What follows belongs to an exercise in optimizing a design on an open flow for small area; a production flow would make more cautious choices.
At most, simulation tests tie the RTL to the original design; equivalence was not proved.

Setup of harbor:
Design lif_neuron, start of the top module:
module lif_neuron (
    input  wire        clk,
    input  wire        rst,
    input  wire [15:0] threshold,
    input  wire [15:0] leak_rate,
    input  wire [7:0]  refractory,
    input  wire        leaky_enable,
    input  wire        reset_on_spike,
    input  wire [15:0] input_neuron_id,
    input  wire [7:0]  synapse_weight,
    input  wire        spike_in_valid,
    output wire        spike_in_ready,
    output reg  [15:0] output_neuron_id,
    output reg         spike_out_valid,
    input  wire        spike_out_ready,
    input  wire [15:0] neuron_id,
    output reg  [15:0] membrane_potential,
    output wire        in_refractory,
    output reg  [7:0]  refract_counter
);
==> flow/config.mk <==
export PLATFORM = sky130hd
export DESIGN_NAME = lif_neuron
export DESIGN_NICKNAME = lif_neuron
export VERILOG_FILES = /design/flow/design.v
export SDC_FILE = /design/flow/constraint.sdc
export NUM_CORES = 4
export LEC_CHECK = 0
export CAP_MARGIN = 5
export CORE_MARGIN = 2
export CORE_UTILIZATION = 40
export GPL_TIMING_DRIVEN = 0
export SLEW_MARGIN = 5
export SYNTH_HIERARCHICAL = 1
export SYNTH_MINIMUM_KEEP_SIZE = 0
==> flow/constraint.sdc <==
create_clock -name core_clock -period 14.0 [get_ports {clk}]
set_input_delay 2.8000 -clock core_clock [delete_from_list [all_inputs] [get_ports {clk}]]
set_output_delay 2.8000 -clock core_clock [all_outputs]
set_load 0.01 [all_outputs]
standard.sh (not shown) runs the stock make flow with config.mk's settings and CLKGATE_MAP_FILE= SYNTH_SCRIPT=/design/flow/synth_recipe.tcl, a recipe that flattens the netlist after the stock synthesis.
==> flow/flow/run.sh <==
#!/bin/bash
# Standard ORFS layout (the standard.sh: standard synthesis, floorplan,
# placement, CTS, routing) with these changes:
# - after floorplan, flow/downsize.tcl sets combinational cells that synthesis
#   upsized back to drive strength 1 (repair steps size up what needs it);
# - the buffers that buffer_ports puts on every input and output port are the
#   smallest plain buffer (sky130_fd_sc_hd__buf_1) instead of the cell the
#   resizer picks by default;
# - clock tree synthesis uses clkbuf_8 buffers and no dummy loads;
# - synthesis (ABC) buffers are removed at floorplan (REMOVE_ABC_BUFFERS);
# make's whole output goes to make_finish.log; each ORFS step keeps its own
# log under orfs/logs/.
set -euo pipefail
cd "$(dirname "$0")/.."
bash standard.sh \
  "POST_FLOORPLAN_TCL=$PWD/flow/downsize.tcl" \
  "BUFFER_PORTS_ARGS=-buffer_cell sky130_fd_sc_hd__buf_1" \
  "CTS_ARGS=-sink_clustering_enable -repair_clock_nets -dont_use_dummy_load -buf_list sky130_fd_sc_hd__clkbuf_8" \
  "REMOVE_ABC_BUFFERS=1" \
  finish > make_finish.log 2>&1
==> flow/flow/downsize.tcl <==
# Sourced by ORFS at the end of floorplan (POST_FLOORPLAN_TCL).  Synthesis
# (ABC) maps small helper modules on their own and often picks a larger drive
# strength than the layout needs; set every combinational cell that has a
# size-1 variant of the same function back to size 1.  The later repair steps
# (repair_design, repair_timing) size cells up again where timing, slew or
# capacitance need it.  Flip-flops and clock cells are left alone.
set db [ord::get_db]
set block [ord::get_db_block]
set swapped 0
foreach inst [$block getInsts] {
  set master [$inst getMaster]
  set name [$master getName]
  if {![regexp {^(sky130_fd_sc_hd__[a-z0-9]+)_([0-9]+)$} $name -> base size]} { continue }
  if {$size <= 1} { continue }
  if {[regexp {__(df|sdf|edf|dl|clk|dly|conb|tap|fill|decap|diode)} $base]} { continue }
  set small [$db findMaster ${base}_1]
  if {$small eq "NULL" || $small eq ""} { continue }
  if {[$small getWidth] >= [$master getWidth]} { continue }
  $inst swapMaster $small
  incr swapped
}
puts "downsize.tcl: $swapped cells set to drive strength 1"
### harbor -> sierra
Settings: swapping 5 for 20 in CAP_MARGIN; swapping 5 for 20 in SLEW_MARGIN.
diff --git a/flow/flow/run.sh b/flow/flow/run.sh
--- a/flow/flow/run.sh
+++ b/flow/flow/run.sh
@@ -9,3 +9,4 @@
 # - clock tree synthesis uses clkbuf_8 buffers and no dummy loads;
-# - synthesis (ABC) buffers are removed at floorplan (REMOVE_ABC_BUFFERS);
+# - after global routing, repair_timing -recover_power downsizes gates that
+#   have timing slack to spare.
 # make's whole output goes to make_finish.log; each ORFS step keeps its own
@@ -18,3 +19,3 @@
   "CTS_ARGS=-sink_clustering_enable -repair_clock_nets -dont_use_dummy_load -buf_list sky130_fd_sc_hd__clkbuf_8" \
-  "REMOVE_ABC_BUFFERS=1" \
+  "RECOVER_POWER=100" \
   finish > make_finish.log 2>&1
Findings:
sierra went all the way through synthesis, placement and routing and the layout is clean on timing, DRC and antenna.
harbor → sierra: final cell count without fillers moved up; wire length of the first global-routing pass moved down.
Comparing harbor and sierra, the lower routed wire length was measured on sierra.
Compared to harbor, sierra has final HPWL from detailed placement about 11% higher.
On maximum frequency: sierra sits below harbor.
Comparing post-route cell area for harbor and sierra, the bigger number came from sierra.
For onyx, these inputs were changed with respect to sierra:
diff --git a/flow/flow/run.sh b/flow/flow/run.sh
--- a/flow/flow/run.sh
+++ b/flow/flow/run.sh
@@ -9,2 +9,3 @@
 # - clock tree synthesis uses clkbuf_8 buffers and no dummy loads;
+# - synthesis (ABC) buffers are removed at floorplan (REMOVE_ABC_BUFFERS);
 # - after global routing, repair_timing -recover_power downsizes gates that
@@ -20,2 +21,3 @@
   "RECOVER_POWER=100" \
+  "REMOVE_ABC_BUFFERS=1" \
   finish > make_finish.log 2>&1
## What came out
When onyx is set beside sierra, its post-route minimum period turns out to be 0.026 ns smaller.
Going from sierra to onyx, highest net fanout along the worst path went up by 5, number of global-route vias before repair now larger.


red:
lif_neuron, a different RTL version from the one above (not shown whole).
Size in the first run: ~750 cells after synthesis, roughly 43 flip-flops, roughly 130 I/O pins, ~0.0081 mm^2 of cells after synthesis.
clock: 14.0 ns
lec_check: 0
cap_margin: 20
core_margin: 2
core_utilization: 40
gpl_timing_driven: 0
slew_margin: 20
synth_hierarchical: 1
synth_minimum_keep_size: 0
==> flow/flow/run.sh <==
#!/bin/bash
# Standard ORFS layout (the standard.sh: standard synthesis, floorplan,
# placement, CTS, routing) with two changes:
# - the buffers that buffer_ports puts on every input and output port are the
#   smallest plain buffer (sky130_fd_sc_hd__buf_1) instead of the cell the
#   resizer picks by default;
# - clock tree synthesis uses clkbuf_8 buffers and no dummy loads.
set -euo pipefail
cd "$(dirname "$0")/.."
bash standard.sh \
  "BUFFER_PORTS_ARGS=-buffer_cell sky130_fd_sc_hd__buf_1" \
  "CTS_ARGS=-sink_clustering_enable -repair_clock_nets -dont_use_dummy_load -buf_list sky130_fd_sc_hd__clkbuf_8" \
  finish > make_finish.log 2>&1
red finished every stage and its layout cleared the timing, DRC and antenna checks.
[inputs] blue vs red
==> flow/flow/run.sh <==
#!/bin/bash
# Standard ORFS layout (the standard.sh: standard synthesis, floorplan,
# placement, CTS, routing) with these changes:
# - the buffers that buffer_ports puts on every input and output port are the
#   smallest plain buffer (sky130_fd_sc_hd__buf_1) instead of the cell the
#   resizer picks by default;
# - clock tree synthesis uses small clock buffers and no dummy loads;
# - after global routing, repair_timing -recover_power downsizes gates that
#   have timing slack to spare.
set -euo pipefail
cd "$(dirname "$0")/.."
bash standard.sh \
  "BUFFER_PORTS_ARGS=-buffer_cell sky130_fd_sc_hd__buf_1" \
  "CTS_ARGS=-sink_clustering_enable -repair_clock_nets -dont_use_dummy_load -buf_list sky130_fd_sc_hd__clkbuf_8" \
  "RECOVER_POWER=100" \
  finish > make_finish.log 2>&1
[summary]
Fmax across red and blue: no real change.
As far as overall routing resource usage goes, blue and red are indistinguishable; the numbers are identical.
Against red, blue comes in 0.41% higher on number of inserted filler cells in the final layout.
The inputs of green differ from those of blue as listed below.
==> flow/flow/run.sh <==
#!/bin/bash
# Standard ORFS layout (the standard.sh: standard synthesis, floorplan,
# placement, CTS, routing) with two changes:
# - the buffers that buffer_ports puts on every input and output port are the
#   smallest plain buffer (sky130_fd_sc_hd__buf_1) instead of the cell the
#   resizer picks by default;
# - clock tree synthesis uses small clock buffers and no dummy loads.
set -euo pipefail
cd "$(dirname "$0")/.."
bash standard.sh \
  "BUFFER_PORTS_ARGS=-buffer_cell sky130_fd_sc_hd__buf_1" \
  "CTS_ARGS=-sink_clustering_enable -repair_clock_nets -dont_use_dummy_load -buf_list sky130_fd_sc_hd__clkbuf_4 -root_buf sky130_fd_sc_hd__clkbuf_8" \
  finish > make_finish.log 2>&1
## What came out
- On routed wire length, blue and green are basically level.
- In terms of fraction of the core area covered by cells at the end of the flow, blue and green differ only marginally.
- On total number of vias, blue and green are neck and neck.
- Going from blue to green, sum of met3 wire segment lengths after detailed routing now larger; minimum setup slack in the final design +0.015 ns; number of gates resized after CTS comparable; post-route fraction of the period consumed by the critical path about even.
- From green to blue, storage element area did not move at all.
No run of this note included a check of the RTL's function; only the layout flow was run.

## what the ideal ports hide
The flow's constraints put no driver on any port. The routed layouts listed below were extracted and timed again, unchanged, in two steps. Step 1 sets driving cells, clkbuf_16 on the clock port and buf_2 on the other inputs (assumed; they add their load-dependent delay and slew). Step 2, shift: input delay + t, output delay - t, t = (earliest + latest rising clock arrival at the registers) / 2. This alone moves slack from input paths to output paths. Three values: no drivers, after step 1, after step 2; two values: the first two.
run	t (ns)	slack for setup (ns)	worst setup path after step 2	slew at the worst register clock pin (ns)	worst data-port slew with drivers (ns)
harbor	0.307	0.478 / 0.476 / 0.169	input to register	0.08 / 0.08	0.06
sierra	0.331	0.418 / 0.428 / 0.097	input to register	0.09 / 0.09	0.05
onyx	0.302	0.444 / 0.443 / 0.141	input to register	0.09 / 0.09	0.06
red	0.331	0.689 / 0.699 / 0.368	input to register	0.08 / 0.08	0.05
blue	0.329	0.675 / 0.684 / 0.356	input to register	0.08 / 0.08	0.05
green	0.331	0.689 / 0.699 / 0.368	input to register	0.08 / 0.08	0.05
After both steps every run listed still meets setup and hold.
